This is an optimization exercise on Yosys and OpenROAD, whose aim is small area and a short achievable clock period, not a production implementation.
In this exercise RTL edits were held to simulation tests only and were not proved equivalent to the original.
The clock input has no modelled driver; a real chip could not lean on it and would need a root buffer or a full tree.
Power is estimated from default activity; no workload was simulated.

Setup of old:
==> flow/design.v <==
`timescale 1ns / 1ps
module bcnn_pipeline (
    input  wire       clk,
    input  wire       reset,
    input  wire       pixel_in,
    input  wire       valid_in,
    input  wire [8:0] weight_bits1,
    input  wire [8:0] weight_bits2,
    input  wire [3:0] threshold1,
    input  wire [3:0] threshold2,
    output reg        pixel_out,
    output reg        valid_out
);
    reg [4:0] cp, rp;
    wire      last_col = &cp;
    always @(posedge clk) begin
        if (reset) begin
            cp <= 5'd4;
            rp <= 5'd5;
        end else if (valid_in) begin
            cp <= last_col ? 5'd4 : cp + 5'd1;
            if (last_col)
                rp <= (rp == 5'd0) ? 5'd5 : rp + 5'd1;
        end
    end
    wire f_lb1 = ~&cp[4:1];                           
    wire f_pl1 = ~cp[0] & (cp[4] | cp[3]);            
    wire f_c2  = cp[0] & (cp[4] | cp[3]);             
    wire f_ra  = ~rp[0] & (rp[4] | rp[3]);            
    wire f_rb  = rp[1] & ~rp[0] & (rp[4] | (rp[3] & rp[2]));  
    wire f_l2  = f_c2 & f_ra;
    function [2:0] therm;
        input [2:0] q;
        therm = {&q, (q[0] & q[1]) | (q[0] & q[2]) | (q[1] & q[2]), |q};
    endfunction
    function [9:0] le_therm;
        input [3:0] th;
        integer j;
        for (j = 0; j < 10; j = j + 1)
            le_therm[j] = (th <= j);
    endfunction
    function [6:0] w_of;
        input [1:0] s;
        input [9:0] lth;
        integer k;
        for (k = 0; k < 7; k = k + 1)
            w_of[k] = ((s == 2'd0) & lth[k])     | ((s == 2'd1) & lth[k + 1]) |
                      ((s == 2'd2) & lth[k + 2]) | ((s == 2'd3) & lth[k + 3]);
    endfunction
    function [3:0] v_of;
        input [6:0] w;
        input [2:0] g;
        integer m;
        for (m = 0; m < 4; m = m + 1)
            v_of[m] = w[m] | (g[0] & w[m + 1]) | (g[1] & w[m + 2]) | (g[2] & w[m + 3]);
    endfunction
    function act;
        input [3:0] v;
        input [2:0] g;
        act = v[0] | (g[0] & v[1]) | (g[1] & v[2]) | (g[2] & v[3]);
    endfunction
    function [1:0] count3;
        input [2:0] q;
        count3 = {(q[0] & q[1]) | (q[0] & q[2]) | (q[1] & q[2]), ^q};
    endfunction
    reg  [51:0] lb1;                  
    wire        x1 = pixel_in;        
    wire        m1 = lb1[25];         
    wire        t1 = lb1[51];         
    wire [2:0] q10 = {~(t1 ^ weight_bits1[8]), ~(m1 ^ weight_bits1[5]), ~(x1 ^ weight_bits1[2])};
    wire [2:0] q11 = {~(t1 ^ weight_bits1[7]), ~(m1 ^ weight_bits1[4]), ~(x1 ^ weight_bits1[1])};
    wire [2:0] q12 = {~(t1 ^ weight_bits1[6]), ~(m1 ^ weight_bits1[3]), ~(x1 ^ weight_bits1[0])};
    reg  [1:0] s1;
    reg  [3:0] v1;
    reg        a1_r;                  
    wire [3:0] v1_nx = v_of(w_of(s1, le_therm(threshold1)), therm(q11));
    wire       a1    = act(v1, therm(q12));
    always @(posedge clk) begin
        if (valid_in) begin
            if (f_lb1)
                lb1 <= {lb1[50:0], x1};
            s1   <= count3(q10);
            v1   <= v1_nx;
            a1_r <= a1;
        end
    end
    reg        left1;                 
    reg [11:0] pl1;                   
    reg        p1_r;                  
    wire       pair1    = left1 | a1_r;
    wire       pair1_ev = f_pl1;
    wire       p1_ev    = f_pl1 & f_ra;
    always @(posedge clk) begin
        if (valid_in) begin
            left1 <= a1_r;
            if (pair1_ev)
                pl1 <= {pl1[10:0], pair1};
            if (p1_ev)
                p1_r <= pair1 | pl1[11];
        end
    end
    wire       l2_ev = f_l2;
    reg [23:0] lb2;                   
    wire       x2 = p1_r;
    wire       m2 = lb2[11];
    wire       t2 = lb2[23];
    wire [2:0] q20 = {~(t2 ^ weight_bits2[8]), ~(m2 ^ weight_bits2[5]), ~(x2 ^ weight_bits2[2])};
    wire [2:0] q21 = {~(t2 ^ weight_bits2[7]), ~(m2 ^ weight_bits2[4]), ~(x2 ^ weight_bits2[1])};
    wire [2:0] q22 = {~(t2 ^ weight_bits2[6]), ~(m2 ^ weight_bits2[3]), ~(x2 ^ weight_bits2[0])};
    reg  [1:0] s2;
    reg  [3:0] v2;
    wire [3:0] v2_nx = v_of(w_of(s2, le_therm(threshold2)), therm(q21));
    wire       a2    = act(v2, therm(q22));
    reg        left2;
    reg  [4:0] pl2;
    wire       pair2    = left2 | a2;
    wire       pair2_ev = l2_ev & cp[1] & cp[0] & (cp[4] | (cp[3] & cp[2]));
    wire       out_ev   = pair2_ev & f_rb;
    always @(posedge clk) begin
        if (l2_ev && valid_in) begin
            lb2 <= {lb2[22:0], x2};
            s2  <= count3(q20);
            v2  <= v2_nx;
        end
        if (l2_ev && valid_in)
            left2 <= a2;
        if (pair2_ev && valid_in)
            pl2 <= {pl2[3:0], pair2};
        pixel_out <= pair2 | pl2[4];
    end
    always @(posedge clk) begin
        if (reset)
            valid_out <= 1'b0;
        else
            valid_out <= valid_in && out_ev;
    end
endmodule
Settings: LEC_CHECK=0, CAP_MARGIN=20, CORE_MARGIN=2, CORE_UTILIZATION=40, SETUP_SLACK_MARGIN=2.2, SLEW_MARGIN=20, TNS_END_PERCENT=0; clock period 4.0 ns.
standard.sh (not shown) runs the stock make flow with config.mk's settings and CLKGATE_MAP_FILE= SYNTH_SCRIPT=/design/flow/synth_recipe.tcl, a recipe that flattens the netlist after the stock synthesis.
==> flow/flow/run.sh <==
#!/bin/bash
# Standard ORFS layout (the standard.sh) with two changes:
#  - ports are buffered with a small buffer cell (resizing may grow it);
#  - the clock tree is built by flow/manual_cts.tcl: the clock port drives one
#    root clkbuf, which drives a few clkbufs, each feeding a balanced group of
#    flip-flops (all sinks at the same depth).
set -euo pipefail
W=$PWD
export BUFFER_PORTS_ARGS="-buffer_cell sky130_fd_sc_hd__buf_1"
export PRE_CTS_TCL=$W/flow/manual_cts.tcl
export MCTS_CLOCK_PORT=clk
export MCTS_ROOT=sky130_fd_sc_hd__clkbuf_8
export MCTS_BUF=sky130_fd_sc_hd__clkbuf_16
export MCTS_GROUPS=6
bash standard.sh > $W/standard_flow.log 2>&1
==> flow/flow/manual_cts.tcl <==
# Replaces clock_tree_synthesis for this small design: the clock port drives a
# few clkbuf cells directly, each feeding a balanced group of the flip-flops
# (groups from a median split of the sink locations).
proc mcts_split {items axis parts} {
  # items: list of {iterm x y}; returns list of groups
  if {$parts <= 1} { return [list $items] }
  set idx [expr {$axis == "x" ? 1 : 2}]
  set sorted [lsort -real -index $idx $items]
  set n [llength $sorted]
  set h [expr {$parts / 2}]
  set cut [expr {int(round(double($n) * $h / $parts))}]
  set a [lrange $sorted 0 [expr {$cut - 1}]]
  set b [lrange $sorted $cut end]
  set next [expr {$axis == "x" ? "y" : "x"}]
  return [concat [mcts_split $a $next $h] [mcts_split $b $next [expr {$parts - $h}]]]
}

proc clock_tree_synthesis {args} {
  set db [ord::get_db]
  set block [ord::get_db_block]
  set port [$block findBTerm $::env(MCTS_CLOCK_PORT)]
  set clk_net [$port getNet]
  set master [$db findMaster $::env(MCTS_BUF)]
  set parts $::env(MCTS_GROUPS)
  # optional root buffer between the port and the leaf buffers
  set drv_net $clk_net
  if {[info exists ::env(MCTS_ROOT)] && $::env(MCTS_ROOT) ne ""} {
    set rmaster [$db findMaster $::env(MCTS_ROOT)]
    set rinst [odb::dbInst_create $block $rmaster "clkbuf_root"]
    set core [$block getCoreArea]
    $rinst setLocation [expr {([$core xMin] + [$core xMax]) / 2}] [expr {([$core yMin] + [$core yMax]) / 2}]
    $rinst setPlacementStatus PLACED
    set drv_net [odb::dbNet_create $block "clknet_root"]
    $drv_net setSigType CLOCK
  }
  set items {}
  foreach it [$clk_net getITerms] {
    set inst [$it getInst]
    set box [$inst getBBox]
    lappend items [list $it [expr {([$box xMin] + [$box xMax]) / 2.0}] [expr {([$box yMin] + [$box yMax]) / 2.0}]]
  }
  puts "manual CTS: [llength $items] sinks in $parts groups of $::env(MCTS_BUF)"
  set k 0
  foreach group [mcts_split $items x $parts] {
    set sx 0.0; set sy 0.0
    foreach g $group { set sx [expr {$sx + [lindex $g 1]}]; set sy [expr {$sy + [lindex $g 2]}] }
    set cx [expr {int($sx / [llength $group])}]
    set cy [expr {int($sy / [llength $group])}]
    set inst [odb::dbInst_create $block $master "clkbuf_leaf_$k"]
    $inst setLocation $cx $cy
    $inst setPlacementStatus PLACED
    set net [odb::dbNet_create $block "clknet_leaf_$k"]
    $net setSigType CLOCK
    [$inst findITerm A] connect $drv_net
    [$inst findITerm X] connect $net
    foreach g $group {
      set it [lindex $g 0]
      $it disconnect
      $it connect $net
    }
    puts "  group $k: [llength $group] sinks, buffer at $cx $cy"
    incr k
  }
  if {$drv_net ne $clk_net} {
    [$rinst findITerm A] connect $clk_net
    [$rinst findITerm X] connect $drv_net
    # root buffer at the centroid of the leaf buffers
    set sx 0; set sy 0
    for {set i 0} {$i < $k} {incr i} {
      set b [[$block findInst "clkbuf_leaf_$i"] getLocation]
      set sx [expr {$sx + [lindex $b 0]}]; set sy [expr {$sy + [lindex $b 1]}]
    }
    $rinst setLocation [expr {$sx / $k}] [expr {$sy / $k}]
  }
  $clk_net setSigType CLOCK
  set_propagated_clock [all_clocks]
}
Both conditions hold for old: the flow ran to the end and the final layout passed the timing, DRC and antenna checks.
For new, these inputs were changed with respect to old:
Settings: removing TNS_END_PERCENT (formerly 0).
-- flow/flow/run.sh --
<<< old, line 11
export MCTS_CLOCK_PORT=clk
export MCTS_ROOT=sky130_fd_sc_hd__clkbuf_8
export MCTS_BUF=sky130_fd_sc_hd__clkbuf_16
export MCTS_GROUPS=6
bash standard.sh > $W/standard_flow.log 2>&1
>>> new, line 11
export MCTS_CLOCK_PORT=clk
export MCTS_ROOT=sky130_fd_sc_hd__clkbuf_4
export MCTS_BUF=sky130_fd_sc_hd__clkbuf_16
export MCTS_GROUPS=5
export REMOVE_ABC_BUFFERS=1
bash standard.sh > $W/standard_flow.log 2>&1
Findings:
The final layout from new, which completed every stage, passed the timing, DRC and antenna checks at the end of the flow. old finished all stages; the layout is clean. new vs old — power drawn by the clock network dropped by a little under 10%. From old to new the numbers moved as follows: sequential cell area share shows a reduction of 0.86 points; highest ir drop seen on vdd shows a reduction of about 33%; placed wire-length estimate shows an increase of 1.0%.
In every run of this note, the design's own scripts or RTL, not TritonCTS, make the clock network.

what the ideal ports hide:
In the flow no input, the clock included, has a driving cell. The finished layouts below were timed again as built, in two steps.
Step 1 sets driving cells, clkbuf_16 on the clock port and buf_2 on the other inputs (assumed; they add their load-dependent delay and slew).
Step 2 times the ports against the registers' clock, not the clock port: input delays grow and output delays shrink by t, the midpoint of the rising clock arrivals with the driver on.
Three values: no drivers, after step 1, after step 2; two values: the first two.
run	t (ns)	setup slack, ns	hold WS [ns]	slew at the worst register clock pin (ns)
old	0.404	2.037 / 2.037 / 1.701	0.415 / 0.415 / 0.415	0.08 / 0.08
new	0.476	2.157 / 2.160 / 1.688	0.425 / 0.425 / 0.425	0.09 / 0.09
After both steps every run listed still meets setup and hold. The setup slack of new, which loses most, moves by +0.003 ns with the drivers and by -0.469 ns with both steps.
